What follows belongs to an exercise in optimizing a design on an open flow for small area and a short achievable clock period; a production flow would make more cautious choices.
RTL that was checked went through simulation tests only; none was proved equivalent to the original.
For run 2, only the layout was checked, not whether the RTL still works.
Power and IR drop assume default switching activity.

==> flow/design.v, too long to show whole: its modules and the start of the top module <==
// module fused_multiply_add: 797 lines
// module fma_fa: 4 lines
// module fma_ha: 4 lines
// module fma_gc: 3 lines
// module fma_gpc: 4 lines
// module fma_benc: 5 lines
// module fma_bsel: 3 lines
module fused_multiply_add
(
     input                                   clk
   , input                                   rst
   , input                                   cntrl_load
   , input        [31:0]                     cntrl_init
   , input                                   pass
   , input        [15:0]                     m
   , input        [15:0]                     x
   , input        [15:0]                     c
   , output logic                            y_valid_r
   , output logic [31:0]                     y_w
);
  // ...
==> flow/flow/run.sh <==
#!/bin/bash
# The standard layout (standard.sh), with two changes:
#  - synthesis maps logic with ABC's &nf mapper (flow/abc_map.script) in place of
#    ORFS's abc_area.script, which maps XOR-heavy logic to NAND2 trees;
#  - the port buffers are plain buf_2 cells instead of the default choice.
set -u
WORK=$(pwd)
rm -rf "$WORK/scripts"
cp -r "$FLOW_HOME/scripts" "$WORK/scripts"
cp "$WORK/flow/abc_map.script" "$WORK/scripts/abc_area.script"
export SCRIPTS_DIR="$WORK/scripts"
export BUFFER_PORTS_ARGS="-buffer_cell sky130_fd_sc_hd__buf_2"
bash standard.sh > standard.log 2>&1
==> flow/flow/abc_map.script <==
strash
&get -n
&fraig -x
&put
scorr
dc2
dretime
strash
&get -n
&dch -f
&nf {D}
&put
==> flow/standard.sh <==
#!/bin/bash
# synth_recipe.tcl (not shown) runs the flow's synth.tcl, then flattens the netlist and writes it again
# the make line also repeats each setting of config.mk as NAME=value (left out here)
make -C /OpenROAD-flow-scripts/flow DESIGN_CONFIG=/design/flow/config.mk WORK_HOME=/design/flow/orfs CLKGATE_MAP_FILE= SYNTH_SCRIPT=/design/flow/synth_recipe.tcl "${@:-finish}"
==> flow/config.mk <==
export PLATFORM = sky130hd
export DESIGN_NAME = fused_multiply_add
export DESIGN_NICKNAME = fused_multiply_add
export VERILOG_FILES = /design/flow/design.v
export SDC_FILE = /design/flow/constraint.sdc
export NUM_CORES = 4
export LEC_CHECK = 0
export ABC_AREA = 1
export CAP_MARGIN = 20
export CORE_MARGIN = 2
export CORE_UTILIZATION = 40
export SETUP_SLACK_MARGIN = 2.8
export SLEW_MARGIN = 20
export SYNTH_HIERARCHICAL = 1
export SYNTH_MINIMUM_KEEP_SIZE = 0
==> flow/constraint.sdc <==
create_clock -name core_clock -period 8.0 [get_ports {clk}]
set_input_delay 1.6000 -clock core_clock [delete_from_list [all_inputs] [get_ports {clk}]]
set_output_delay 1.6000 -clock core_clock [all_outputs]
set_load 0.01 [all_outputs]
==> metrics.md, run 1 <==
| Metric | Value |
|---|---|
| Worst path slowest cell | fa_1 |
| Port-buffer cells | between 100 and 150 |
| DIE WIDTH | around 160 um |
| 1st-pass router iterations | 6 |
| Cells along the critical path | fa_1 -> ha_4 -> and2_0 -> and2_1 -> and2_0 -> a21o_2 -> a21o_4 -> a21o_4 -> a21o_1 -> a21o_1 -> xor2_1 -> buf_2 |
| Inverters | 56 |
| Root Buffer | clkbuf_16 |
| Status | no timing/DRC/antenna violations |
| Period utilization | 0.631 |
| Crit path buffers/inverters | 1 |
| Share of the synthesized area in compound gates (AO/OA/AOI/OAI) | 0.166 |
| Non-Filler Instances | around 1,400 |
| Crit path to | y_w[31] |
| Fillers | between 2,000 and 2,500 |
| Power Total | approximately 6 mW |
| Power Combinational | ~4.7 mW |
| F_max | approximately 200 MHz |
| Post-Syn Area per Cell | 11.2 sq um |
| Initial antenna violation count | 1 |
| R2R Path Start | ys_r[18] |
| Setup ws final | 2.95 ns |
| Least-Margin Pin Slew | just under 0.9 ns |
| Worst-case clock buffer depth | 2 |
| Clock buf/inv share | 0.0271 |
| Async S/R FF share, synth | 0 |
| CP startpoint | yt_r[15] |
| Initial DRC count | 470 |
| Hold buffer count at cts | 0 |
| Synth area leaders | fa_1 (36%), dfxtp_1 (14%), xnor2_1 (12%), a22oi_1 (10%), ha_1 (6.0%) |
| Synth Area in Adders | 0.423 |
| Final wirelength | 25.6 mm |
| Leak Pwr | approximately 5.0 nW |
| Global Route Usage Sum | 0.203 |
| Met2 track demand over resource | 0.321 |
==> run 2, diff against run 1 <==
--- a/flow/design.v
+++ b/flow/design.v
@@ -14,191 +14,195 @@
   logic [31:0] ys_r, yc_r;
   logic [25:14] yt_r;
   wire        opnd_en = pass;
   wire [15:0] cg = {16{opnd_en}} & c;
   wire [15:0] xg = x;
   wire [16:-1] xe = {1'b0, xg, 1'b0};
   wire [15:-1] me = {m, 1'b0};
   wire [1:0] one0_d, two0_d, neg0_d;
-  fma_benc u_e0_0 (.en(pass), .b2(me[1]), .b1(me[0]), .b0(me[-1]), .one(one0_d[0]), .two(two0_d[0]), .neg(neg0_d[0]));
-  fma_benc u_e0_1 (.en(pass), .b2(me[1]), .b1(me[0]), .b0(me[-1]), .one(one0_d[1]), .two(two0_d[1]), .neg(neg0_d[1]));
+  assign one0_d[0] = pass & (me[0] ^ 1'b0);
+  assign two0_d[0] = pass & ((me[1] & ~me[0] & ~1'b0) | (~me[1] & me[0] & 1'b0));
+  assign neg0_d[0] = pass & me[1];
+  assign one0_d[1] = pass & (me[0] ^ 1'b0);
+  assign two0_d[1] = pass & ((me[1] & ~me[0] & ~1'b0) | (~me[1] & me[0] & 1'b0));
+  assign neg0_d[1] = pass & me[1];
   wire neg0 = neg0_d[0];
   wire [16:0] pp0;
-  fma_bsel u_b0_0 (.one(one0_d[0]), .two(two0_d[0]), .neg(neg0_d[0]), .xa(xe[0]), .xb(xe[-1]), .p(pp0[0]));
+  assign pp0[0] = (one0_d[0] & xe[0]) ^ neg0_d[0];
   fma_bsel u_b0_1 (.one(one0_d[0]), .two(two0_d[0]), .neg(neg0_d[0]), .xa(xe[1]), .xb(xe[0]), .p(pp0[1]));
   fma_bsel u_b0_2 (.one(one0_d[0]), .two(two0_d[0]), .neg(neg0_d[0]), .xa(xe[2]), .xb(xe[1]), .p(pp0[2]));
   fma_bsel u_b0_3 (.one(one0_d[0]), .two(two0_d[0]), .neg(neg0_d[0]), .xa(xe[3]), .xb(xe[2]), .p(pp0[3]));
   fma_bsel u_b0_4 (.one(one0_d[0]), .two(two0_d[0]), .neg(neg0_d[0]), .xa(xe[4]), .xb(xe[3]), .p(pp0[4]));
   fma_bsel u_b0_5 (.one(one0_d[0]), .two(two0_d[0]), .neg(neg0_d[0]), .xa(xe[5]), .xb(xe[4]), .p(pp0[5]));
   fma_bsel u_b0_6 (.one(one0_d[0]), .two(two0_d[0]), .neg(neg0_d[0]), .xa(xe[6]), .xb(xe[5]), .p(pp0[6]));
   fma_bsel u_b0_7 (.one(one0_d[0]), .two(two0_d[0]), .neg(neg0_d[0]), .xa(xe[7]), .xb(xe[6]), .p(pp0[7]));
   fma_bsel u_b0_8 (.one(one0_d[0]), .two(two0_d[0]), .neg(neg0_d[0]), .xa(xe[8]), .xb(xe[7]), .p(pp0[8]));
   fma_bsel u_b0_9 (.one(one0_d[1]), .two(two0_d[1]), .neg(neg0_d[1]), .xa(xe[9]), .xb(xe[8]), .p(pp0[9]));
   fma_bsel u_b0_10 (.one(one0_d[1]), .two(two0_d[1]), .neg(neg0_d[1]), .xa(xe[10]), .xb(xe[9]), .p(pp0[10]));
   fma_bsel u_b0_11 (.one(one0_d[1]), .two(two0_d[1]), .neg(neg0_d[1]), .xa(xe[11]), .xb(xe[10]), .p(pp0[11]));
   fma_bsel u_b0_12 (.one(one0_d[1]), .two(two0_d[1]), .neg(neg0_d[1]), .xa(xe[12]), .xb(xe[11]), .p(pp0[12]));
   fma_bsel u_b0_13 (.one(one0_d[1]), .two(two0_d[1]), .neg(neg0_d[1]), .xa(xe[13]), .xb(xe[12]), .p(pp0[13]));
   fma_bsel u_b0_14 (.one(one0_d[1]), .two(two0_d[1]), .neg(neg0_d[1]), .xa(xe[14]), .xb(xe[13]), .p(pp0[14]));
   fma_bsel u_b0_15 (.one(one0_d[1]), .two(two0_d[1]), .neg(neg0_d[1]), .xa(xe[15]), .xb(xe[14]), .p(pp0[15]));
-  fma_bsel u_b0_16 (.one(one0_d[1]), .two(two0_d[1]), .neg(neg0_d[1]), .xa(xe[16]), .xb(xe[15]), .p(pp0[16]));
+  assign pp0[16] = (two0_d[1] & xe[15]) ^ neg0_d[1];
   wire [1:0] one1_d, two1_d, neg1_d;
   fma_benc u_e1_0 (.en(pass), .b2(me[3]), .b1(me[2]), .b0(me[1]), .one(one1_d[0]), .two(two1_d[0]), .neg(neg1_d[0]));
   fma_benc u_e1_1 (.en(pass), .b2(me[3]), .b1(me[2]), .b0(me[1]), .one(one1_d[1]), .two(two1_d[1]), .neg(neg1_d[1]));
   wire neg1 = neg1_d[0];
   wire [16:0] pp1;
-  fma_bsel u_b1_0 (.one(one1_d[0]), .two(two1_d[0]), .neg(neg1_d[0]), .xa(xe[0]), .xb(xe[-1]), .p(pp1[0]));
+  assign pp1[0] = (one1_d[0] & xe[0]) ^ neg1_d[0];
   fma_bsel u_b1_1 (.one(one1_d[0]), .two(two1_d[0]), .neg(neg1_d[0]), .xa(xe[1]), .xb(xe[0]), .p(pp1[1]));
   fma_bsel u_b1_2 (.one(one1_d[0]), .two(two1_d[0]), .neg(neg1_d[0]), .xa(xe[2]), .xb(xe[1]), .p(pp1[2]));
   fma_bsel u_b1_3 (.one(one1_d[0]), .two(two1_d[0]), .neg(neg1_d[0]), .xa(xe[3]), .xb(xe[2]), .p(pp1[3]));
   fma_bsel u_b1_4 (.one(one1_d[0]), .two(two1_d[0]), .neg(neg1_d[0]), .xa(xe[4]), .xb(xe[3]), .p(pp1[4]));
   fma_bsel u_b1_5 (.one(one1_d[0]), .two(two1_d[0]), .neg(neg1_d[0]), .xa(xe[5]), .xb(xe[4]), .p(pp1[5]));
   fma_bsel u_b1_6 (.one(one1_d[0]), .two(two1_d[0]), .neg(neg1_d[0]), .xa(xe[6]), .xb(xe[5]), .p(pp1[6]));
   fma_bsel u_b1_7 (.one(one1_d[0]), .two(two1_d[0]), .neg(neg1_d[0]), .xa(xe[7]), .xb(xe[6]), .p(pp1[7]));
   fma_bsel u_b1_8 (.one(one1_d[0]), .two(two1_d[0]), .neg(neg1_d[0]), .xa(xe[8]), .xb(xe[7]), .p(pp1[8]));
   fma_bsel u_b1_9 (.one(one1_d[1]), .two(two1_d[1]), .neg(neg1_d[1]), .xa(xe[9]), .xb(xe[8]), .p(pp1[9]));
   fma_bsel u_b1_10 (.one(one1_d[1]), .two(two1_d[1]), .neg(neg1_d[1]), .xa(xe[10]), .xb(xe[9]), .p(pp1[10]));
   fma_bsel u_b1_11 (.one(one1_d[1]), .two(two1_d[1]), .neg(neg1_d[1]), .xa(xe[11]), .xb(xe[10]), .p(pp1[11]));
   fma_bsel u_b1_12 (.one(one1_d[1]), .two(two1_d[1]), .neg(neg1_d[1]), .xa(xe[12]), .xb(xe[11]), .p(pp1[12]));
   fma_bsel u_b1_13 (.one(one1_d[1]), .two(two1_d[1]), .neg(neg1_d[1]), .xa(xe[13]), .xb(xe[12]), .p(pp1[13]));
   fma_bsel u_b1_14 (.one(one1_d[1]), .two(two1_d[1]), .neg(neg1_d[1]), .xa(xe[14]), .xb(xe[13]), .p(pp1[14]));
   fma_bsel u_b1_15 (.one(one1_d[1]), .two(two1_d[1]), .neg(neg1_d[1]), .xa(xe[15]), .xb(xe[14]), .p(pp1[15]));
-  fma_bsel u_b1_16 (.one(one1_d[1]), .two(two1_d[1]), .neg(neg1_d[1]), .xa(xe[16]), .xb(xe[15]), .p(pp1[16]));
+  assign pp1[16] = (two1_d[1] & xe[15]) ^ neg1_d[1];
   wire [1:0] one2_d, two2_d, neg2_d;
   fma_benc u_e2_0 (.en(pass), .b2(me[5]), .b1(me[4]), .b0(me[3]), .one(one2_d[0]), .two(two2_d[0]), .neg(neg2_d[0]));
   fma_benc u_e2_1 (.en(pass), .b2(me[5]), .b1(me[4]), .b0(me[3]), .one(one2_d[1]), .two(two2_d[1]), .neg(neg2_d[1]));
   wire neg2 = neg2_d[0];
   wire [16:0] pp2;
-  fma_bsel u_b2_0 (.one(one2_d[0]), .two(two2_d[0]), .neg(neg2_d[0]), .xa(xe[0]), .xb(xe[-1]), .p(pp2[0]));
+  assign pp2[0] = (one2_d[0] & xe[0]) ^ neg2_d[0];
   fma_bsel u_b2_1 (.one(one2_d[0]), .two(two2_d[0]), .neg(neg2_d[0]), .xa(xe[1]), .xb(xe[0]), .p(pp2[1]));
   fma_bsel u_b2_2 (.one(one2_d[0]), .two(two2_d[0]), .neg(neg2_d[0]), .xa(xe[2]), .xb(xe[1]), .p(pp2[2]));
   fma_bsel u_b2_3 (.one(one2_d[0]), .two(two2_d[0]), .neg(neg2_d[0]), .xa(xe[3]), .xb(xe[2]), .p(pp2[3]));
   fma_bsel u_b2_4 (.one(one2_d[0]), .two(two2_d[0]), .neg(neg2_d[0]), .xa(xe[4]), .xb(xe[3]), .p(pp2[4]));
   fma_bsel u_b2_5 (.one(one2_d[0]), .two(two2_d[0]), .neg(neg2_d[0]), .xa(xe[5]), .xb(xe[4]), .p(pp2[5]));
   fma_bsel u_b2_6 (.one(one2_d[0]), .two(two2_d[0]), .neg(neg2_d[0]), .xa(xe[6]), .xb(xe[5]), .p(pp2[6]));
   fma_bsel u_b2_7 (.one(one2_d[0]), .two(two2_d[0]), .neg(neg2_d[0]), .xa(xe[7]), .xb(xe[6]), .p(pp2[7]));
   fma_bsel u_b2_8 (.one(one2_d[0]), .two(two2_d[0]), .neg(neg2_d[0]), .xa(xe[8]), .xb(xe[7]), .p(pp2[8]));
   fma_bsel u_b2_9 (.one(one2_d[1]), .two(two2_d[1]), .neg(neg2_d[1]), .xa(xe[9]), .xb(xe[8]), .p(pp2[9]));
   fma_bsel u_b2_10 (.one(one2_d[1]), .two(two2_d[1]), .neg(neg2_d[1]), .xa(xe[10]), .xb(xe[9]), .p(pp2[10]));
   fma_bsel u_b2_11 (.one(one2_d[1]), .two(two2_d[1]), .neg(neg2_d[1]), .xa(xe[11]), .xb(xe[10]), .p(pp2[11]));
   fma_bsel u_b2_12 (.one(one2_d[1]), .two(two2_d[1]), .neg(neg2_d[1]), .xa(xe[12]), .xb(xe[11]), .p(pp2[12]));
   fma_bsel u_b2_13 (.one(one2_d[1]), .two(two2_d[1]), .neg(neg2_d[1]), .xa(xe[13]), .xb(xe[12]), .p(pp2[13]));
   fma_bsel u_b2_14 (.one(one2_d[1]), .two(two2_d[1]), .neg(neg2_d[1]), .xa(xe[14]), .xb(xe[13]), .p(pp2[14]));
   fma_bsel u_b2_15 (.one(one2_d[1]), .two(two2_d[1]), .neg(neg2_d[1]), .xa(xe[15]), .xb(xe[14]), .p(pp2[15]));
-  fma_bsel u_b2_16 (.one(one2_d[1]), .two(two2_d[1]), .neg(neg2_d[1]), .xa(xe[16]), .xb(xe[15]), .p(pp2[16]));
+  assign pp2[16] = (two2_d[1] & xe[15]) ^ neg2_d[1];
   wire [1:0] one3_d, two3_d, neg3_d;
   fma_benc u_e3_0 (.en(pass), .b2(me[7]), .b1(me[6]), .b0(me[5]), .one(one3_d[0]), .two(two3_d[0]), .neg(neg3_d[0]));
   fma_benc u_e3_1 (.en(pass), .b2(me[7]), .b1(me[6]), .b0(me[5]), .one(one3_d[1]), .two(two3_d[1]), .neg(neg3_d[1]));
   wire neg3 = neg3_d[0];
   wire [16:0] pp3;
-  fma_bsel u_b3_0 (.one(one3_d[0]), .two(two3_d[0]), .neg(neg3_d[0]), .xa(xe[0]), .xb(xe[-1]), .p(pp3[0]));
+  assign pp3[0] = (one3_d[0] & xe[0]) ^ neg3_d[0];
   fma_bsel u_b3_1 (.one(one3_d[0]), .two(two3_d[0]), .neg(neg3_d[0]), .xa(xe[1]), .xb(xe[0]), .p(pp3[1]));
   fma_bsel u_b3_2 (.one(one3_d[0]), .two(two3_d[0]), .neg(neg3_d[0]), .xa(xe[2]), .xb(xe[1]), .p(pp3[2]));
   fma_bsel u_b3_3 (.one(one3_d[0]), .two(two3_d[0]), .neg(neg3_d[0]), .xa(xe[3]), .xb(xe[2]), .p(pp3[3]));
   fma_bsel u_b3_4 (.one(one3_d[0]), .two(two3_d[0]), .neg(neg3_d[0]), .xa(xe[4]), .xb(xe[3]), .p(pp3[4]));
   fma_bsel u_b3_5 (.one(one3_d[0]), .two(two3_d[0]), .neg(neg3_d[0]), .xa(xe[5]), .xb(xe[4]), .p(pp3[5]));
   fma_bsel u_b3_6 (.one(one3_d[0]), .two(two3_d[0]), .neg(neg3_d[0]), .xa(xe[6]), .xb(xe[5]), .p(pp3[6]));
   fma_bsel u_b3_7 (.one(one3_d[0]), .two(two3_d[0]), .neg(neg3_d[0]), .xa(xe[7]), .xb(xe[6]), .p(pp3[7]));
   fma_bsel u_b3_8 (.one(one3_d[0]), .two(two3_d[0]), .neg(neg3_d[0]), .xa(xe[8]), .xb(xe[7]), .p(pp3[8]));
   fma_bsel u_b3_9 (.one(one3_d[1]), .two(two3_d[1]), .neg(neg3_d[1]), .xa(xe[9]), .xb(xe[8]), .p(pp3[9]));
   fma_bsel u_b3_10 (.one(one3_d[1]), .two(two3_d[1]), .neg(neg3_d[1]), .xa(xe[10]), .xb(xe[9]), .p(pp3[10]));
   fma_bsel u_b3_11 (.one(one3_d[1]), .two(two3_d[1]), .neg(neg3_d[1]), .xa(xe[11]), .xb(xe[10]), .p(pp3[11]));
   fma_bsel u_b3_12 (.one(one3_d[1]), .two(two3_d[1]), .neg(neg3_d[1]), .xa(xe[12]), .xb(xe[11]), .p(pp3[12]));
   fma_bsel u_b3_13 (.one(one3_d[1]), .two(two3_d[1]), .neg(neg3_d[1]), .xa(xe[13]), .xb(xe[12]), .p(pp3[13]));
   fma_bsel u_b3_14 (.one(one3_d[1]), .two(two3_d[1]), .neg(neg3_d[1]), .xa(xe[14]), .xb(xe[13]), .p(pp3[14]));
   fma_bsel u_b3_15 (.one(one3_d[1]), .two(two3_d[1]), .neg(neg3_d[1]), .xa(xe[15]), .xb(xe[14]), .p(pp3[15]));
-  fma_bsel u_b3_16 (.one(one3_d[1]), .two(two3_d[1]), .neg(neg3_d[1]), .xa(xe[16]), .xb(xe[15]), .p(pp3[16]));
+  assign pp3[16] = (two3_d[1] & xe[15]) ^ neg3_d[1];
   wire [1:0] one4_d, two4_d, neg4_d;
   fma_benc u_e4_0 (.en(pass), .b2(me[9]), .b1(me[8]), .b0(me[7]), .one(one4_d[0]), .two(two4_d[0]), .neg(neg4_d[0]));
   fma_benc u_e4_1 (.en(pass), .b2(me[9]), .b1(me[8]), .b0(me[7]), .one(one4_d[1]), .two(two4_d[1]), .neg(neg4_d[1]));
   wire neg4 = neg4_d[0];
   wire [16:0] pp4;
-  fma_bsel u_b4_0 (.one(one4_d[0]), .two(two4_d[0]), .neg(neg4_d[0]), .xa(xe[0]), .xb(xe[-1]), .p(pp4[0]));
+  assign pp4[0] = (one4_d[0] & xe[0]) ^ neg4_d[0];
   fma_bsel u_b4_1 (.one(one4_d[0]), .two(two4_d[0]), .neg(neg4_d[0]), .xa(xe[1]), .xb(xe[0]), .p(pp4[1]));
   fma_bsel u_b4_2 (.one(one4_d[0]), .two(two4_d[0]), .neg(neg4_d[0]), .xa(xe[2]), .xb(xe[1]), .p(pp4[2]));
   fma_bsel u_b4_3 (.one(one4_d[0]), .two(two4_d[0]), .neg(neg4_d[0]), .xa(xe[3]), .xb(xe[2]), .p(pp4[3]));
   fma_bsel u_b4_4 (.one(one4_d[0]), .two(two4_d[0]), .neg(neg4_d[0]), .xa(xe[4]), .xb(xe[3]), .p(pp4[4]));
   fma_bsel u_b4_5 (.one(one4_d[0]), .two(two4_d[0]), .neg(neg4_d[0]), .xa(xe[5]), .xb(xe[4]), .p(pp4[5]));
   fma_bsel u_b4_6 (.one(one4_d[0]), .two(two4_d[0]), .neg(neg4_d[0]), .xa(xe[6]), .xb(xe[5]), .p(pp4[6]));
   fma_bsel u_b4_7 (.one(one4_d[0]), .two(two4_d[0]), .neg(neg4_d[0]), .xa(xe[7]), .xb(xe[6]), .p(pp4[7]));
   fma_bsel u_b4_8 (.one(one4_d[0]), .two(two4_d[0]), .neg(neg4_d[0]), .xa(xe[8]), .xb(xe[7]), .p(pp4[8]));
   fma_bsel u_b4_9 (.one(one4_d[1]), .two(two4_d[1]), .neg(neg4_d[1]), .xa(xe[9]), .xb(xe[8]), .p(pp4[9]));
   fma_bsel u_b4_10 (.one(one4_d[1]), .two(two4_d[1]), .neg(neg4_d[1]), .xa(xe[10]), .xb(xe[9]), .p(pp4[10]));
   fma_bsel u_b4_11 (.one(one4_d[1]), .two(two4_d[1]), .neg(neg4_d[1]), .xa(xe[11]), .xb(xe[10]), .p(pp4[11]));
   fma_bsel u_b4_12 (.one(one4_d[1]), .two(two4_d[1]), .neg(neg4_d[1]), .xa(xe[12]), .xb(xe[11]), .p(pp4[12]));
   fma_bsel u_b4_13 (.one(one4_d[1]), .two(two4_d[1]), .neg(neg4_d[1]), .xa(xe[13]), .xb(xe[12]), .p(pp4[13]));
   fma_bsel u_b4_14 (.one(one4_d[1]), .two(two4_d[1]), .neg(neg4_d[1]), .xa(xe[14]), .xb(xe[13]), .p(pp4[14]));
   fma_bsel u_b4_15 (.one(one4_d[1]), .two(two4_d[1]), .neg(neg4_d[1]), .xa(xe[15]), .xb(xe[14]), .p(pp4[15]));
-  fma_bsel u_b4_16 (.one(one4_d[1]), .two(two4_d[1]), .neg(neg4_d[1]), .xa(xe[16]), .xb(xe[15]), .p(pp4[16]));
+  assign pp4[16] = (two4_d[1] & xe[15]) ^ neg4_d[1];
   wire [1:0] one5_d, two5_d, neg5_d;
   fma_benc u_e5_0 (.en(pass), .b2(me[11]), .b1(me[10]), .b0(me[9]), .one(one5_d[0]), .two(two5_d[0]), .neg(neg5_d[0]));
   fma_benc u_e5_1 (.en(pass), .b2(me[11]), .b1(me[10]), .b0(me[9]), .one(one5_d[1]), .two(two5_d[1]), .neg(neg5_d[1]));
   wire neg5 = neg5_d[0];
   wire [16:0] pp5;
-  fma_bsel u_b5_0 (.one(one5_d[0]), .two(two5_d[0]), .neg(neg5_d[0]), .xa(xe[0]), .xb(xe[-1]), .p(pp5[0]));
+  assign pp5[0] = (one5_d[0] & xe[0]) ^ neg5_d[0];
   fma_bsel u_b5_1 (.one(one5_d[0]), .two(two5_d[0]), .neg(neg5_d[0]), .xa(xe[1]), .xb(xe[0]), .p(pp5[1]));
   fma_bsel u_b5_2 (.one(one5_d[0]), .two(two5_d[0]), .neg(neg5_d[0]), .xa(xe[2]), .xb(xe[1]), .p(pp5[2]));
   fma_bsel u_b5_3 (.one(one5_d[0]), .two(two5_d[0]), .neg(neg5_d[0]), .xa(xe[3]), .xb(xe[2]), .p(pp5[3]));
   fma_bsel u_b5_4 (.one(one5_d[0]), .two(two5_d[0]), .neg(neg5_d[0]), .xa(xe[4]), .xb(xe[3]), .p(pp5[4]));
   fma_bsel u_b5_5 (.one(one5_d[0]), .two(two5_d[0]), .neg(neg5_d[0]), .xa(xe[5]), .xb(xe[4]), .p(pp5[5]));
   fma_bsel u_b5_6 (.one(one5_d[0]), .two(two5_d[0]), .neg(neg5_d[0]), .xa(xe[6]), .xb(xe[5]), .p(pp5[6]));
   fma_bsel u_b5_7 (.one(one5_d[0]), .two(two5_d[0]), .neg(neg5_d[0]), .xa(xe[7]), .xb(xe[6]), .p(pp5[7]));
   fma_bsel u_b5_8 (.one(one5_d[0]), .two(two5_d[0]), .neg(neg5_d[0]), .xa(xe[8]), .xb(xe[7]), .p(pp5[8]));
   fma_bsel u_b5_9 (.one(one5_d[1]), .two(two5_d[1]), .neg(neg5_d[1]), .xa(xe[9]), .xb(xe[8]), .p(pp5[9]));
   fma_bsel u_b5_10 (.one(one5_d[1]), .two(two5_d[1]), .neg(neg5_d[1]), .xa(xe[10]), .xb(xe[9]), .p(pp5[10]));
   fma_bsel u_b5_11 (.one(one5_d[1]), .two(two5_d[1]), .neg(neg5_d[1]), .xa(xe[11]), .xb(xe[10]), .p(pp5[11]));
   fma_bsel u_b5_12 (.one(one5_d[1]), .two(two5_d[1]), .neg(neg5_d[1]), .xa(xe[12]), .xb(xe[11]), .p(pp5[12]));
   fma_bsel u_b5_13 (.one(one5_d[1]), .two(two5_d[1]), .neg(neg5_d[1]), .xa(xe[13]), .xb(xe[12]), .p(pp5[13]));
   fma_bsel u_b5_14 (.one(one5_d[1]), .two(two5_d[1]), .neg(neg5_d[1]), .xa(xe[14]), .xb(xe[13]), .p(pp5[14]));
   fma_bsel u_b5_15 (.one(one5_d[1]), .two(two5_d[1]), .neg(neg5_d[1]), .xa(xe[15]), .xb(xe[14]), .p(pp5[15]));
-  fma_bsel u_b5_16 (.one(one5_d[1]), .two(two5_d[1]), .neg(neg5_d[1]), .xa(xe[16]), .xb(xe[15]), .p(pp5[16]));
+  assign pp5[16] = (two5_d[1] & xe[15]) ^ neg5_d[1];
   wire [1:0] one6_d, two6_d, neg6_d;
   fma_benc u_e6_0 (.en(pass), .b2(me[13]), .b1(me[12]), .b0(me[11]), .one(one6_d[0]), .two(two6_d[0]), .neg(neg6_d[0]));
   fma_benc u_e6_1 (.en(pass), .b2(me[13]), .b1(me[12]), .b0(me[11]), .one(one6_d[1]), .two(two6_d[1]), .neg(neg6_d[1]));
   wire neg6 = neg6_d[0];
   wire [16:0] pp6;
-  fma_bsel u_b6_0 (.one(one6_d[0]), .two(two6_d[0]), .neg(neg6_d[0]), .xa(xe[0]), .xb(xe[-1]), .p(pp6[0]));
+  assign pp6[0] = (one6_d[0] & xe[0]) ^ neg6_d[0];
   fma_bsel u_b6_1 (.one(one6_d[0]), .two(two6_d[0]), .neg(neg6_d[0]), .xa(xe[1]), .xb(xe[0]), .p(pp6[1]));
   fma_bsel u_b6_2 (.one(one6_d[0]), .two(two6_d[0]), .neg(neg6_d[0]), .xa(xe[2]), .xb(xe[1]), .p(pp6[2]));
   fma_bsel u_b6_3 (.one(one6_d[0]), .two(two6_d[0]), .neg(neg6_d[0]), .xa(xe[3]), .xb(xe[2]), .p(pp6[3]));
   fma_bsel u_b6_4 (.one(one6_d[0]), .two(two6_d[0]), .neg(neg6_d[0]), .xa(xe[4]), .xb(xe[3]), .p(pp6[4]));
   fma_bsel u_b6_5 (.one(one6_d[0]), .two(two6_d[0]), .neg(neg6_d[0]), .xa(xe[5]), .xb(xe[4]), .p(pp6[5]));
   fma_bsel u_b6_6 (.one(one6_d[0]), .two(two6_d[0]), .neg(neg6_d[0]), .xa(xe[6]), .xb(xe[5]), .p(pp6[6]));
   fma_bsel u_b6_7 (.one(one6_d[0]), .two(two6_d[0]), .neg(neg6_d[0]), .xa(xe[7]), .xb(xe[6]), .p(pp6[7]));
   fma_bsel u_b6_8 (.one(one6_d[0]), .two(two6_d[0]), .neg(neg6_d[0]), .xa(xe[8]), .xb(xe[7]), .p(pp6[8]));
   fma_bsel u_b6_9 (.one(one6_d[1]), .two(two6_d[1]), .neg(neg6_d[1]), .xa(xe[9]), .xb(xe[8]), .p(pp6[9]));
   fma_bsel u_b6_10 (.one(one6_d[1]), .two(two6_d[1]), .neg(neg6_d[1]), .xa(xe[10]), .xb(xe[9]), .p(pp6[10]));
   fma_bsel u_b6_11 (.one(one6_d[1]), .two(two6_d[1]), .neg(neg6_d[1]), .xa(xe[11]), .xb(xe[10]), .p(pp6[11]));
   fma_bsel u_b6_12 (.one(one6_d[1]), .two(two6_d[1]), .neg(neg6_d[1]), .xa(xe[12]), .xb(xe[11]), .p(pp6[12]));
   fma_bsel u_b6_13 (.one(one6_d[1]), .two(two6_d[1]), .neg(neg6_d[1]), .xa(xe[13]), .xb(xe[12]), .p(pp6[13]));
   fma_bsel u_b6_14 (.one(one6_d[1]), .two(two6_d[1]), .neg(neg6_d[1]), .xa(xe[14]), .xb(xe[13]), .p(pp6[14]));
   fma_bsel u_b6_15 (.one(one6_d[1]), .two(two6_d[1]), .neg(neg6_d[1]), .xa(xe[15]), .xb(xe[14]), .p(pp6[15]));
-  fma_bsel u_b6_16 (.one(one6_d[1]), .two(two6_d[1]), .neg(neg6_d[1]), .xa(xe[16]), .xb(xe[15]), .p(pp6[16]));
+  assign pp6[16] = (two6_d[1] & xe[15]) ^ neg6_d[1];
   wire [1:0] one7_d, two7_d, neg7_d;
   fma_benc u_e7_0 (.en(pass), .b2(me[15]), .b1(me[14]), .b0(me[13]), .one(one7_d[0]), .two(two7_d[0]), .neg(neg7_d[0]));
   fma_benc u_e7_1 (.en(pass), .b2(me[15]), .b1(me[14]), .b0(me[13]), .one(one7_d[1]), .two(two7_d[1]), .neg(neg7_d[1]));
   wire neg7 = neg7_d[0];
   wire [16:0] pp7;
-  fma_bsel u_b7_0 (.one(one7_d[0]), .two(two7_d[0]), .neg(neg7_d[0]), .xa(xe[0]), .xb(xe[-1]), .p(pp7[0]));
+  assign pp7[0] = (one7_d[0] & xe[0]) ^ neg7_d[0];
   fma_bsel u_b7_1 (.one(one7_d[0]), .two(two7_d[0]), .neg(neg7_d[0]), .xa(xe[1]), .xb(xe[0]), .p(pp7[1]));
   fma_bsel u_b7_2 (.one(one7_d[0]), .two(two7_d[0]), .neg(neg7_d[0]), .xa(xe[2]), .xb(xe[1]), .p(pp7[2]));
   fma_bsel u_b7_3 (.one(one7_d[0]), .two(two7_d[0]), .neg(neg7_d[0]), .xa(xe[3]), .xb(xe[2]), .p(pp7[3]));
   fma_bsel u_b7_4 (.one(one7_d[0]), .two(two7_d[0]), .neg(neg7_d[0]), .xa(xe[4]), .xb(xe[3]), .p(pp7[4]));
   fma_bsel u_b7_5 (.one(one7_d[0]), .two(two7_d[0]), .neg(neg7_d[0]), .xa(xe[5]), .xb(xe[4]), .p(pp7[5]));
   fma_bsel u_b7_6 (.one(one7_d[0]), .two(two7_d[0]), .neg(neg7_d[0]), .xa(xe[6]), .xb(xe[5]), .p(pp7[6]));
   fma_bsel u_b7_7 (.one(one7_d[0]), .two(two7_d[0]), .neg(neg7_d[0]), .xa(xe[7]), .xb(xe[6]), .p(pp7[7]));
   fma_bsel u_b7_8 (.one(one7_d[0]), .two(two7_d[0]), .neg(neg7_d[0]), .xa(xe[8]), .xb(xe[7]), .p(pp7[8]));
   fma_bsel u_b7_9 (.one(one7_d[1]), .two(two7_d[1]), .neg(neg7_d[1]), .xa(xe[9]), .xb(xe[8]), .p(pp7[9]));
   fma_bsel u_b7_10 (.one(one7_d[1]), .two(two7_d[1]), .neg(neg7_d[1]), .xa(xe[10]), .xb(xe[9]), .p(pp7[10]));
   fma_bsel u_b7_11 (.one(one7_d[1]), .two(two7_d[1]), .neg(neg7_d[1]), .xa(xe[11]), .xb(xe[10]), .p(pp7[11]));
   fma_bsel u_b7_12 (.one(one7_d[1]), .two(two7_d[1]), .neg(neg7_d[1]), .xa(xe[12]), .xb(xe[11]), .p(pp7[12]));
   fma_bsel u_b7_13 (.one(one7_d[1]), .two(two7_d[1]), .neg(neg7_d[1]), .xa(xe[13]), .xb(xe[12]), .p(pp7[13]));
   fma_bsel u_b7_14 (.one(one7_d[1]), .two(two7_d[1]), .neg(neg7_d[1]), .xa(xe[14]), .xb(xe[13]), .p(pp7[14]));
   fma_bsel u_b7_15 (.one(one7_d[1]), .two(two7_d[1]), .neg(neg7_d[1]), .xa(xe[15]), .xb(xe[14]), .p(pp7[15]));
-  fma_bsel u_b7_16 (.one(one7_d[1]), .two(two7_d[1]), .neg(neg7_d[1]), .xa(xe[16]), .xb(xe[15]), .p(pp7[16]));
+  assign pp7[16] = (two7_d[1] & xe[15]) ^ neg7_d[1];
   wire s1, c2;
   fma_fa u_s1 (.a(ys_r[0]), .b(yc_r[0]), .ci(neg0), .s(s1), .co(c2));
   wire s3, c4;
   fma_fa u_s3 (.a(cg[0]), .b(pp0[0]), .ci(s1), .s(s3), .co(c4));
   wire s5, c6;
   fma_fa u_s5 (.a(ys_r[1]), .b(yc_r[1]), .ci(cg[1]), .s(s5), .co(c6));
   wire s7, c8;
   fma_fa u_s7 (.a(pp0[1]), .b(c2), .ci(s5), .s(s7), .co(c8));
@@ -597,91 +601,89 @@
   wire os28_1, oc28_1;
   fma_ha u_oh28 (.a(ys_r[28]), .b(yc_r[28]), .s(os28_1), .co(oc28_1));
   wire os29_1, oc29_1;
   fma_ha u_oh29 (.a(ys_r[29]), .b(yc_r[29]), .s(os29_1), .co(oc29_1));
   wire os30_1, oc30_1;
   fma_ha u_oh30 (.a(ys_r[30]), .b(yc_r[30]), .s(os30_1), .co(oc30_1));
   wire o31_0s, o31_0c;
   fma_fa u_ofo31_0 (.a(ys_r[31]), .b(yc_r[31]), .ci(oc30_1), .s(o31_0s), .co(o31_0c));
-  wire [31:0] oa = {o31_0s, oc29_1, oc28_1, oc27_1, oc26_1, o25_1c, o24_1c, o23_1c, o22_1c, o21_1c, o20_1c, o19_1c, o18_1c, o17_1c, o16_1c, o15_1c, o14_0c, o14_0s, ys_r[13], ys_r[12], ys_r[11], ys_r[10], ys_r[9], ys_r[8], ys_r[7], ys_r[6], ys_r[5], ys_r[4], ys_r[3], ys_r[2], ys_r[1], ys_r[0]};
-  wire [31:0] ob = {1'b0, os30_1, os29_1, os28_1, os27_1, os26_1, o25_1s, o24_1s, o23_1s, o22_1s, o21_1s, o20_1s, o19_1s, o18_1s, o17_1s, o16_1s, o15_1s, 1'b0, yc_r[13], yc_r[12], yc_r[11], yc_r[10], yc_r[9], yc_r[8], yc_r[7], yc_r[6], yc_r[5], yc_r[4], yc_r[3], yc_r[2], yc_r[1], yc_r[0]};
   wire [31:0] ya_g, ya_p, ya;
-  fma_ha u_ya_h0 (.a(oa[0]), .b(ob[0]), .s(ya_p[0]), .co(ya_g[0]));
-  fma_ha u_ya_h1 (.a(oa[1]), .b(ob[1]), .s(ya_p[1]), .co(ya_g[1]));
-  fma_ha u_ya_h2 (.a(oa[2]), .b(ob[2]), .s(ya_p[2]), .co(ya_g[2]));
-  fma_ha u_ya_h3 (.a(oa[3]), .b(ob[3]), .s(ya_p[3]), .co(ya_g[3]));
-  fma_ha u_ya_h4 (.a(oa[4]), .b(ob[4]), .s(ya_p[4]), .co(ya_g[4]));
-  fma_ha u_ya_h5 (.a(oa[5]), .b(ob[5]), .s(ya_p[5]), .co(ya_g[5]));
-  fma_ha u_ya_h6 (.a(oa[6]), .b(ob[6]), .s(ya_p[6]), .co(ya_g[6]));
-  fma_ha u_ya_h7 (.a(oa[7]), .b(ob[7]), .s(ya_p[7]), .co(ya_g[7]));
-  fma_ha u_ya_h8 (.a(oa[8]), .b(ob[8]), .s(ya_p[8]), .co(ya_g[8]));
-  fma_ha u_ya_h9 (.a(oa[9]), .b(ob[9]), .s(ya_p[9]), .co(ya_g[9]));
-  fma_ha u_ya_h10 (.a(oa[10]), .b(ob[10]), .s(ya_p[10]), .co(ya_g[10]));
-  fma_ha u_ya_h11 (.a(oa[11]), .b(ob[11]), .s(ya_p[11]), .co(ya_g[11]));
-  fma_ha u_ya_h12 (.a(oa[12]), .b(ob[12]), .s(ya_p[12]), .co(ya_g[12]));
-  fma_ha u_ya_h13 (.a(oa[13]), .b(ob[13]), .s(ya_p[13]), .co(ya_g[13]));
-  fma_ha u_ya_h14 (.a(oa[14]), .b(ob[14]), .s(ya_p[14]), .co(ya_g[14]));
-  fma_ha u_ya_h15 (.a(oa[15]), .b(ob[15]), .s(ya_p[15]), .co(ya_g[15]));
-  fma_ha u_ya_h16 (.a(oa[16]), .b(ob[16]), .s(ya_p[16]), .co(ya_g[16]));
-  fma_ha u_ya_h17 (.a(oa[17]), .b(ob[17]), .s(ya_p[17]), .co(ya_g[17]));
-  fma_ha u_ya_h18 (.a(oa[18]), .b(ob[18]), .s(ya_p[18]), .co(ya_g[18]));
-  fma_ha u_ya_h19 (.a(oa[19]), .b(ob[19]), .s(ya_p[19]), .co(ya_g[19]));
-  fma_ha u_ya_h20 (.a(oa[20]), .b(ob[20]), .s(ya_p[20]), .co(ya_g[20]));
-  fma_ha u_ya_h21 (.a(oa[21]), .b(ob[21]), .s(ya_p[21]), .co(ya_g[21]));
-  fma_ha u_ya_h22 (.a(oa[22]), .b(ob[22]), .s(ya_p[22]), .co(ya_g[22]));
-  fma_ha u_ya_h23 (.a(oa[23]), .b(ob[23]), .s(ya_p[23]), .co(ya_g[23]));
-  fma_ha u_ya_h24 (.a(oa[24]), .b(ob[24]), .s(ya_p[24]), .co(ya_g[24]));
-  fma_ha u_ya_h25 (.a(oa[25]), .b(ob[25]), .s(ya_p[25]), .co(ya_g[25]));
-  fma_ha u_ya_h26 (.a(oa[26]), .b(ob[26]), .s(ya_p[26]), .co(ya_g[26]));
-  fma_ha u_ya_h27 (.a(oa[27]), .b(ob[27]), .s(ya_p[27]), .co(ya_g[27]));
-  fma_ha u_ya_h28 (.a(oa[28]), .b(ob[28]), .s(ya_p[28]), .co(ya_g[28]));
-  fma_ha u_ya_h29 (.a(oa[29]), .b(ob[29]), .s(ya_p[29]), .co(ya_g[29]));
-  fma_ha u_ya_h30 (.a(oa[30]), .b(ob[30]), .s(ya_p[30]), .co(ya_g[30]));
-  fma_ha u_ya_h31 (.a(oa[31]), .b(ob[31]), .s(ya_p[31]), .co(ya_g[31]));
-  wire ya_G1;
-  fma_gc u_ya_n1 (.gh(ya_g[1]), .ph(ya_p[1]), .gl(ya_g[0]), .g(ya_G1));
+  assign ya_p[0] = ys_r[0];
+  assign ya_g[0] = 1'b0;
+  fma_ha u_ya_h1 (.a(ys_r[1]), .b(yc_r[1]), .s(ya_p[1]), .co(ya_g[1]));
+  fma_ha u_ya_h2 (.a(ys_r[2]), .b(yc_r[2]), .s(ya_p[2]), .co(ya_g[2]));
+  fma_ha u_ya_h3 (.a(ys_r[3]), .b(yc_r[3]), .s(ya_p[3]), .co(ya_g[3]));
+  fma_ha u_ya_h4 (.a(ys_r[4]), .b(yc_r[4]), .s(ya_p[4]), .co(ya_g[4]));
+  fma_ha u_ya_h5 (.a(ys_r[5]), .b(yc_r[5]), .s(ya_p[5]), .co(ya_g[5]));
+  fma_ha u_ya_h6 (.a(ys_r[6]), .b(yc_r[6]), .s(ya_p[6]), .co(ya_g[6]));
+  fma_ha u_ya_h7 (.a(ys_r[7]), .b(yc_r[7]), .s(ya_p[7]), .co(ya_g[7]));
+  fma_ha u_ya_h8 (.a(ys_r[8]), .b(yc_r[8]), .s(ya_p[8]), .co(ya_g[8]));
+  fma_ha u_ya_h9 (.a(ys_r[9]), .b(yc_r[9]), .s(ya_p[9]), .co(ya_g[9]));
+  fma_ha u_ya_h10 (.a(ys_r[10]), .b(yc_r[10]), .s(ya_p[10]), .co(ya_g[10]));
+  fma_ha u_ya_h11 (.a(ys_r[11]), .b(yc_r[11]), .s(ya_p[11]), .co(ya_g[11]));
+  fma_ha u_ya_h12 (.a(ys_r[12]), .b(yc_r[12]), .s(ya_p[12]), .co(ya_g[12]));
+  fma_ha u_ya_h13 (.a(ys_r[13]), .b(yc_r[13]), .s(ya_p[13]), .co(ya_g[13]));
+  assign ya_p[14] = o14_0s;
+  assign ya_g[14] = 1'b0;
+  fma_ha u_ya_h15 (.a(o14_0c), .b(o15_1s), .s(ya_p[15]), .co(ya_g[15]));
+  fma_ha u_ya_h16 (.a(o15_1c), .b(o16_1s), .s(ya_p[16]), .co(ya_g[16]));
+  fma_ha u_ya_h17 (.a(o16_1c), .b(o17_1s), .s(ya_p[17]), .co(ya_g[17]));
+  fma_ha u_ya_h18 (.a(o17_1c), .b(o18_1s), .s(ya_p[18]), .co(ya_g[18]));
+  fma_ha u_ya_h19 (.a(o18_1c), .b(o19_1s), .s(ya_p[19]), .co(ya_g[19]));
+  fma_ha u_ya_h20 (.a(o19_1c), .b(o20_1s), .s(ya_p[20]), .co(ya_g[20]));
+  fma_ha u_ya_h21 (.a(o20_1c), .b(o21_1s), .s(ya_p[21]), .co(ya_g[21]));
+  fma_ha u_ya_h22 (.a(o21_1c), .b(o22_1s), .s(ya_p[22]), .co(ya_g[22]));
+  fma_ha u_ya_h23 (.a(o22_1c), .b(o23_1s), .s(ya_p[23]), .co(ya_g[23]));
+  fma_ha u_ya_h24 (.a(o23_1c), .b(o24_1s), .s(ya_p[24]), .co(ya_g[24]));
+  fma_ha u_ya_h25 (.a(o24_1c), .b(o25_1s), .s(ya_p[25]), .co(ya_g[25]));
+  fma_ha u_ya_h26 (.a(o25_1c), .b(os26_1), .s(ya_p[26]), .co(ya_g[26]));
+  fma_ha u_ya_h27 (.a(oc26_1), .b(os27_1), .s(ya_p[27]), .co(ya_g[27]));
+  fma_ha u_ya_h28 (.a(oc27_1), .b(os28_1), .s(ya_p[28]), .co(ya_g[28]));
+  fma_ha u_ya_h29 (.a(oc28_1), .b(os29_1), .s(ya_p[29]), .co(ya_g[29]));
+  fma_ha u_ya_h30 (.a(oc29_1), .b(os30_1), .s(ya_p[30]), .co(ya_g[30]));
+  assign ya_p[31] = o31_0s;
+  assign ya_g[31] = 1'b0;
   wire ya_G2, ya_P2;
   fma_gpc u_ya_n2 (.gh(ya_g[3]), .ph(ya_p[3]), .gl(ya_g[2]), .pl(ya_p[2]), .g(ya_G2), .p(ya_P2));
   wire ya_G3, ya_P3;
   fma_gpc u_ya_n3 (.gh(ya_g[5]), .ph(ya_p[5]), .gl(ya_g[4]), .pl(ya_p[4]), .g(ya_G3), .p(ya_P3));
   wire ya_G4, ya_P4;
   fma_gpc u_ya_n4 (.gh(ya_g[7]), .ph(ya_p[7]), .gl(ya_g[6]), .pl(ya_p[6]), .g(ya_G4), .p(ya_P4));
   wire ya_G5, ya_P5;
   fma_gpc u_ya_n5 (.gh(ya_g[9]), .ph(ya_p[9]), .gl(ya_g[8]), .pl(ya_p[8]), .g(ya_G5), .p(ya_P5));
   wire ya_G6, ya_P6;
   fma_gpc u_ya_n6 (.gh(ya_g[11]), .ph(ya_p[11]), .gl(ya_g[10]), .pl(ya_p[10]), .g(ya_G6), .p(ya_P6));
   wire ya_G7, ya_P7;
   fma_gpc u_ya_n7 (.gh(ya_g[13]), .ph(ya_p[13]), .gl(ya_g[12]), .pl(ya_p[12]), .g(ya_G7), .p(ya_P7));
-  wire ya_G8, ya_P8;
-  fma_gpc u_ya_n8 (.gh(ya_g[15]), .ph(ya_p[15]), .gl(ya_g[14]), .pl(ya_p[14]), .g(ya_G8), .p(ya_P8));
+  wire ya_P8 = ya_p[15] & ya_p[14];
   wire ya_G9, ya_P9;
   fma_gpc u_ya_n9 (.gh(ya_g[17]), .ph(ya_p[17]), .gl(ya_g[16]), .pl(ya_p[16]), .g(ya_G9), .p(ya_P9));
   wire ya_G10, ya_P10;
   fma_gpc u_ya_n10 (.gh(ya_g[19]), .ph(ya_p[19]), .gl(ya_g[18]), .pl(ya_p[18]), .g(ya_G10), .p(ya_P10));
   wire ya_G11, ya_P11;
   fma_gpc u_ya_n11 (.gh(ya_g[21]), .ph(ya_p[21]), .gl(ya_g[20]), .pl(ya_p[20]), .g(ya_G11), .p(ya_P11));
   wire ya_G12, ya_P12;
   fma_gpc u_ya_n12 (.gh(ya_g[23]), .ph(ya_p[23]), .gl(ya_g[22]), .pl(ya_p[22]), .g(ya_G12), .p(ya_P12));
   wire ya_G13, ya_P13;
   fma_gpc u_ya_n13 (.gh(ya_g[25]), .ph(ya_p[25]), .gl(ya_g[24]), .pl(ya_p[24]), .g(ya_G13), .p(ya_P13));
   wire ya_G14, ya_P14;
   fma_gpc u_ya_n14 (.gh(ya_g[27]), .ph(ya_p[27]), .gl(ya_g[26]), .pl(ya_p[26]), .g(ya_G14), .p(ya_P14));
   wire ya_G15, ya_P15;
   fma_gpc u_ya_n15 (.gh(ya_g[29]), .ph(ya_p[29]), .gl(ya_g[28]), .pl(ya_p[28]), .g(ya_G15), .p(ya_P15));
-  wire ya_G16, ya_P16;
-  fma_gpc u_ya_n16 (.gh(ya_g[31]), .ph(ya_p[31]), .gl(ya_g[30]), .pl(ya_p[30]), .g(ya_G16), .p(ya_P16));
+  wire ya_P16 = ya_p[31] & ya_p[30];
+  wire ya_G16 = ya_p[31] & ya_g[30];
   wire ya_G17;
-  fma_gc u_ya_n17 (.gh(ya_G2), .ph(ya_P2), .gl(ya_G1), .g(ya_G17));
+  fma_gc u_ya_n17 (.gh(ya_G2), .ph(ya_P2), .gl(ya_g[1]), .g(ya_G17));
   wire ya_G18, ya_P18;
   fma_gpc u_ya_n18 (.gh(ya_G4), .ph(ya_P4), .gl(ya_G3), .pl(ya_P3), .g(ya_G18), .p(ya_P18));
   wire ya_G19, ya_P19;
   fma_gpc u_ya_n19 (.gh(ya_G6), .ph(ya_P6), .gl(ya_G5), .pl(ya_P5), .g(ya_G19), .p(ya_P19));
   wire ya_G20, ya_P20;
-  fma_gpc u_ya_n20 (.gh(ya_G8), .ph(ya_P8), .gl(ya_G7), .pl(ya_P7), .g(ya_G20), .p(ya_P20));
+  fma_gpc u_ya_n20 (.gh(ya_g[15]), .ph(ya_P8), .gl(ya_G7), .pl(ya_P7), .g(ya_G20), .p(ya_P20));
   wire ya_G21, ya_P21;
   fma_gpc u_ya_n21 (.gh(ya_G10), .ph(ya_P10), .gl(ya_G9), .pl(ya_P9), .g(ya_G21), .p(ya_P21));
   wire ya_G22, ya_P22;
   fma_gpc u_ya_n22 (.gh(ya_G12), .ph(ya_P12), .gl(ya_G11), .pl(ya_P11), .g(ya_G22), .p(ya_P22));
   wire ya_G23, ya_P23;
   fma_gpc u_ya_n23 (.gh(ya_G14), .ph(ya_P14), .gl(ya_G13), .pl(ya_P13), .g(ya_G23), .p(ya_P23));
   wire ya_G24, ya_P24;
   fma_gpc u_ya_n24 (.gh(ya_G16), .ph(ya_P16), .gl(ya_G15), .pl(ya_P15), .g(ya_G24), .p(ya_P24));
@@ -717,29 +719,28 @@
   fma_gc u_ya_n39 (.gh(ya_G9), .ph(ya_P9), .gl(ya_G29), .g(ya_G39));
   wire ya_G40;
   fma_gc u_ya_n40 (.gh(ya_G11), .ph(ya_P11), .gl(ya_G34), .g(ya_G40));
   wire ya_G41;
   fma_gc u_ya_n41 (.gh(ya_G13), .ph(ya_P13), .gl(ya_G32), .g(ya_G41));
   wire ya_G42;
   fma_gc u_ya_n42 (.gh(ya_G15), .ph(ya_P15), .gl(ya_G35), .g(ya_G42));
   wire ya_G43;
-  fma_gc u_ya_n43 (.gh(ya_g[2]), .ph(ya_p[2]), .gl(ya_G1), .g(ya_G43));
+  fma_gc u_ya_n43 (.gh(ya_g[2]), .ph(ya_p[2]), .gl(ya_g[1]), .g(ya_G43));
   wire ya_G44;
   fma_gc u_ya_n44 (.gh(ya_g[4]), .ph(ya_p[4]), .gl(ya_G17), .g(ya_G44));
   wire ya_G45;
   fma_gc u_ya_n45 (.gh(ya_g[6]), .ph(ya_p[6]), .gl(ya_G36), .g(ya_G45));
   wire ya_G46;
   fma_gc u_ya_n46 (.gh(ya_g[8]), .ph(ya_p[8]), .gl(ya_G25), .g(ya_G46));
   wire ya_G47;
   fma_gc u_ya_n47 (.gh(ya_g[10]), .ph(ya_p[10]), .gl(ya_G37), .g(ya_G47));
   wire ya_G48;
   fma_gc u_ya_n48 (.gh(ya_g[12]), .ph(ya_p[12]), .gl(ya_G33), .g(ya_G48));
-  wire ya_G49;
-  fma_gc u_ya_n49 (.gh(ya_g[14]), .ph(ya_p[14]), .gl(ya_G38), .g(ya_G49));
+  wire ya_G49 = ya_p[14] & ya_G38;
   wire ya_G50;
   fma_gc u_ya_n50 (.gh(ya_g[16]), .ph(ya_p[16]), .gl(ya_G29), .g(ya_G50));
   wire ya_G51;
   fma_gc u_ya_n51 (.gh(ya_g[18]), .ph(ya_p[18]), .gl(ya_G39), .g(ya_G51));
   wire ya_G52;
   fma_gc u_ya_n52 (.gh(ya_g[20]), .ph(ya_p[20]), .gl(ya_G34), .g(ya_G52));
   wire ya_G53;
   fma_gc u_ya_n53 (.gh(ya_g[22]), .ph(ya_p[22]), .gl(ya_G40), .g(ya_G53));
@@ -747,18 +748,18 @@
   fma_gc u_ya_n54 (.gh(ya_g[24]), .ph(ya_p[24]), .gl(ya_G32), .g(ya_G54));
   wire ya_G55;
   fma_gc u_ya_n55 (.gh(ya_g[26]), .ph(ya_p[26]), .gl(ya_G41), .g(ya_G55));
   wire ya_G56;
   fma_gc u_ya_n56 (.gh(ya_g[28]), .ph(ya_p[28]), .gl(ya_G35), .g(ya_G56));
   wire ya_G57;
   fma_gc u_ya_n57 (.gh(ya_g[30]), .ph(ya_p[30]), .gl(ya_G42), .g(ya_G57));
   assign ya[0] = ya_p[0];
-  assign ya[1] = ya_p[1] ^ ya_g[0];
-  assign ya[2] = ya_p[2] ^ ya_G1;
+  assign ya[1] = ya_p[1];
+  assign ya[2] = ya_p[2] ^ ya_g[1];
   assign ya[3] = ya_p[3] ^ ya_G43;
   assign ya[4] = ya_p[4] ^ ya_G17;
   assign ya[5] = ya_p[5] ^ ya_G44;
   assign ya[6] = ya_p[6] ^ ya_G36;
   assign ya[7] = ya_p[7] ^ ya_G45;
   assign ya[8] = ya_p[8] ^ ya_G25;
   assign ya[9] = ya_p[9] ^ ya_G46;
   assign ya[10] = ya_p[10] ^ ya_G37;
--- a/flow/config.mk
+++ b/flow/config.mk
@@ -4,12 +4,13 @@
 export VERILOG_FILES = /design/flow/design.v
 export SDC_FILE = /design/flow/constraint.sdc
 export NUM_CORES = 4
 export LEC_CHECK = 0
 export ABC_AREA = 1
 export CAP_MARGIN = 20
 export CORE_MARGIN = 2
 export CORE_UTILIZATION = 40
+export CTS_BUF_LIST = sky130_fd_sc_hd__clkbuf_8
 export SETUP_SLACK_MARGIN = 2.8
 export SLEW_MARGIN = 20
 export SYNTH_HIERARCHICAL = 1
 export SYNTH_MINIMUM_KEEP_SIZE = 0
==> metrics.md, run 2 <==
| Metric | Value |
|---|---|
| Initial antenna violation count | 3 (was 1) |
| Share of the synthesized area in compound gates (AO/OA/AOI/OAI) | 0.152 (was 0.166) |
| Top fanout value on the critical path | 5 (unchanged) |
| Crit path DAT | 3.44 ns (was 3.45 ns) |
| Largest regs | ys_r x32, yc_r x31, yt_r x8 (unchanged) |
| Die height | 162 um (was 163 um) |
| Share of cells above drive strength 1 | 0.153 (was 0.158) |
| Synth top area share | 0.369 (was 0.362) |
| Largest family of logic cells by synthesized area | adder cells (unchanged) |
| Final setup TNS | 0 ns (unchanged) |
| Synth Area in Simple Gates | 0.0735 (was 0.0677) |
| Status | no timing/DRC/antenna violations (unchanged) |
| Post-synthesis mux area share | 0.0371 (was 0.0355) |
| Number of global-route vias before repair | 7,605 (was 7,702) |
| Sequential power share | 0.128 (was 0.121) |
| Rel. slew slack | 0.293 (was 0.407) |
| Post-synth top flop | dfxtp_1 (unchanged) |
| # IOs | 117 (unchanged) |
| R2R Path Start | ys_r[23] (was ys_r[18]) |
| Post-synthesis xor/xnor area fraction | 0.143 (was 0.144) |
| Max-cap violations | 0 (unchanged) |
| Avg WL per Cell | 18.3 um (was 18.2 um) |
| Least-Margin Pin Slew | 1.05 ns (was 0.883 ns) |
| Die footprint | 0.0263 sq mm (was 0.0267 sq mm) |
| Area Overhead vs Synth | 14.1% (was 17.2%) |
| Antenna-violating nets left | 0 (unchanged) |
| CORE AREA | 0.0244 sq mm (was 0.0250 sq mm) |
| Most frequent cells in the layout | fa_1 (184), xnor2_1 (134), a22oi_1 (120), buf_2 (115), dfxtp_1 (72) (was fa_1 (184), a22oi_1 (136), xnor2_1 (135), buf_2 (115), dfxtp_1 (71)) |
| Remaining global-route overflow | 0 (unchanged) |
| Final Util | 0.467 (was 0.476) |
| Int Power | 2.99 mW (was 3.22 mW) |
| Gp weighted congestion | 0.864 (was 0.880) |
| Starting Density | 0.410 (was 0.406) |
| Nets | 1,343 (was 1,393) |
| CTS tree | yes (unchanged) |
| Fin crit period | 5.04 ns (was 5.05 ns) |
| Synth area leader | fa_1 (unchanged) |
| Kind of critical path | reg2out (unchanged) |
| Reg clk slew, reported paths | 0.08 ns (was 0.06 ns) |
| Most instantiated cells after synthesis | fa_1 (184), xnor2_1 (134), a22oi_1 (120) (was fa_1 (184), a22oi_1 (136), xnor2_1 (136)) |
| Global Route Usage Sum | 0.198 (was 0.203) |
| Hold Startpoint | yc_r[1] (unchanged) |
| Total CTS buffers | 9 (unchanged) |
| Data required time of the worst path | 6.40 ns (about the same) |
| Max reg flops | 32 (unchanged) |
| Post-synth EDFFs | 0 (unchanged) |
| Via density | 5.30 (was 5.25) |
| DIE WIDTH | 162 um (was 163 um) |
| Synthesis Warnings | 7 (unchanged) |
| PwrDens | 483 mW/mm^2 (was 492 mW/mm^2) |
| Largest net degree at the start of global routing | 72 (unchanged) |
| Async S/R FF share, synth | 0 (unchanged) |
| CP startpoint | ys_r[15] (was yt_r[15]) |
| RSZ-0062 raised after global routing | no (was yes) |
| CTS Sinks | 72 (unchanged) |
| Largest register by flop count | ys_r (unchanged) |
| Sequential share of the synthesized area | 0.144 (was 0.142) |
| Syn Inst Count | 893 (was 908) |
| Most common cell after layout, fill and taps aside | fa_1 (unchanged) |
| Power share of the clock group | 0.053 (was 0.077) |
| Post-Syn Area per Cell | 11.2 sq um (about the same) |
| Yosys cell types | 21 (was 18) |
| Endpoints failing setup | 0 (unchanged) |
| Power Total | 5.51 mW (was 5.86 mW) |
| Root Buffer | clkbuf_8 (was clkbuf_16) |
| Worst vdd ir | 478 uV (was 449 uV) |
| Post CTS Setup Buffer Count | 0 (unchanged) |
| Gate power share | 0.818 (was 0.802) |
| Synth area leaders | fa_1 (37%), dfxtp_1 (14%), xnor2_1 (12%), a22oi_1 (9.0%), ha_1 (5.9%) (was fa_1 (36%), dfxtp_1 (14%), xnor2_1 (12%), a22oi_1 (10%), ha_1 (6.0%)) |
| H-tree levels | 3 (unchanged) |
| Synth Area in Adders | 0.428 (was 0.423) |
| Leak Pwr | 4.78 nW (was 5.01 nW) |
| Netlist Area Pre-Place | 0.00999 sq mm (was 0.0102 sq mm) |
| Slew Limit Fails | 0 (unchanged) |
| Final wirelength | 24.8 mm (was 25.6 mm) |
| Sw Pwr | 2.52 mW (was 2.64 mW) |
| DRC | 0 (unchanged) |
| Hold Path Class | reg2reg (unchanged) |
| DP Worst Slack | 1.79 ns (was 1.93 ns) |
| F_max | 198 MHz (about the same) |
| Non-Filler Instances | 1,357 (was 1,412) |
| Placed cells | 1,341 (was 1,391) |
| Initial DRC count | 464 (was 470) |
| Period utilization | 0.631 (about the same) |
| Top-count cell post-synth | fa_1 (unchanged) |
| 1st-pass router iterations | 7 (was 6) |
| Worst-case clock buffer depth | 2 (unchanged) |
| Rows | 57 (was 58) |
| Port-buffer cells | 116 (unchanged) |
| Global-route wire length before repair | 40.7 mm (was 41.8 mm) |
| Endpoints failing hold | 0 (unchanged) |
| Via Count | 7,197 (was 7,420) |
| Switching share of total power | 0.457 (was 0.450) |
| Clock latency (worst-skew pair) | 0.37 ns (was 0.36 ns) |
| Setup ws final | 2.96 ns (was 2.95 ns) |
| CP Launch Type | register (unchanged) |
| Skew final | 0.0111 ns (was 0.00772 ns) |
| DPL Wire Length | 19.8 mm (was 20.4 mm) |
| CP Capture Type | output port (unchanged) |
| Post-synthesis register bit count | 72 (unchanged) |
==> run 2: changes by cell type in the layout (fill, tap and decap cells not counted), sizes merged, moves of 2 or more <==
| cell | before | now |
|---|---|---|
| a22oi | 136 | 120 |
| nand2 | 16 | 29 |
| nand4b | 16 | 14 |
| clkbuf | 12 | 10 |
| conb | 36 | 9 |
| buf | 122 | 118 |
| xnor2 | 136 | 134 |
| ha | 49 | 47 |
| xor2 | 31 | 29 |
| clkinvlp | 3 | 1 |
| o31ai | 16 | 14 |
| a21o | 52 | 49 |
| o21ai | 16 | 14 |
==> run 2: metal layers <==
metal,track usage,part of all wire
met5,0,0.0011
met1,0.277,0.46
met3,0.0396,0.059
met4,0.0402,0.0099
met2,0.323,0.47
==> run 2: final cells by class <==
cell class / instances / area [sq um]
clock inverters: 5 / 48.8
repair buffers: 118 / 602
multi-input cells: 772 / 8550
fillers: 2358 / 13000
inverters: 55 / 210
clock buffers: 10 / 138
flip-flops and latches: 72 / 1440
diodes: 1 / 2.50
well taps: 324 / 405
==> run 2: cells by family (layout without fill, tap and decap cells) <==
logic type                 Yosys count  count (layout)
DFF                                 72              72
xor gates and xnor gates           163             163
AOI/OAI and AO/OA                  212             212
other                                1              10
muxes                               33              33
and+or+nand+nor                    124             124
adders and majority gates          231             231
buffers and inverters               57             188
==> run 2: power by group through the flow <==
stage | Sequential [mW] | Clock [mW] | Combinational (mW)
final | 0.707 | 0.294 | 4.50
after global routing | 0.737 | 0.317 | 5.30
after CTS | 0.713 | 0.307 | 4.61
after detailed placement | 0.721 | 0 | 4.56
after global placement | 0.716 | 0 | 4.50
after floorplan | 0.692 | 0 | 3.31
==> run 2: critical path, stage by stage (launching register included) <==
cell     delay, ns
dfxtp_1       0.35
fa_1          0.61
ha_4          0.22
and2_0        0.18
and2_0        0.18
and2_0        0.17
a21o_4        0.26
a21o_4        0.24
a21o_4        0.23
a21o_1        0.18
a21o_1        0.16
xor2_1        0.15
buf_2         0.14
==> run 2: timing repair <==
action                                  CTS  global route
endpoints found under the setup margin   41            26
hold buffers                              0             0
pin swaps                                 0             0
gates resized for setup                  10            28
==> run 2: worst paths after layout <==
kind,to,slack (ns),cells past startpoint
max,y_w[31],2.96,12
min,ys_r[2],0.85,3
max reg2reg,ys_r[28],4.17,8
min reg2reg,ys_r[2],0.85,3
==> run 2: metrics by stage <==
step | hold WS [ns] | instance area [sq um]
floorplan | 0.786 | 10000
CTS | 0.861 | 11200
global route | 0.906 | 11400
finish | 0.853 | 11400
detailed placement | 0.842 | 11000
global placement | 0.815 | 11000
==> run 2: modules after synthesis (local to each module, per instance) <==
| module | cells inside | area, sq um | flops+latches |
|---|---|---|---|
| fma_gpc | 2 | 13.8 | 0 |
| fma_gc | 1 | 7.51 | 0 |
| fma_ha | 1 | 12.5 | 0 |
| fma_fa | 1 | 20.0 | 0 |
| fma_bsel | 2 | 16.3 | 0 |
| fused_multiply_add | 281 | 2960 | 72 |
| fma_benc | 6 | 33.8 | 0 |

what the ideal ports hide:
Ports are ideal in the flow. The routed layouts listed here were re-timed in OpenROAD. Step 1 assumes that a clkbuf_16 drives the clock port and a buf_2 every other input. Step 2 times the ports against the registers' clock, not the clock port: input delays grow and output delays shrink by t, the midpoint of the rising clock arrivals with the driver on. a / b / c = ideal ports / drivers / drivers and shift; a / b = the first two.
| run | shift t [ns] | slack for setup (ns) | worst slew at a driven data input, ns |
|---|---|---|---|
| run 1 | 0.397 | 2.952 / 2.908 / 2.648 | 0.07 |
| run 2 | 0.411 | 2.955 / 2.912 / 2.670 | 0.06 |
After both steps every run listed still meets setup and hold. For run 1, which loses most, drivers alone change the setup slack by -0.044 ns; drivers and shift together by -0.304 ns.
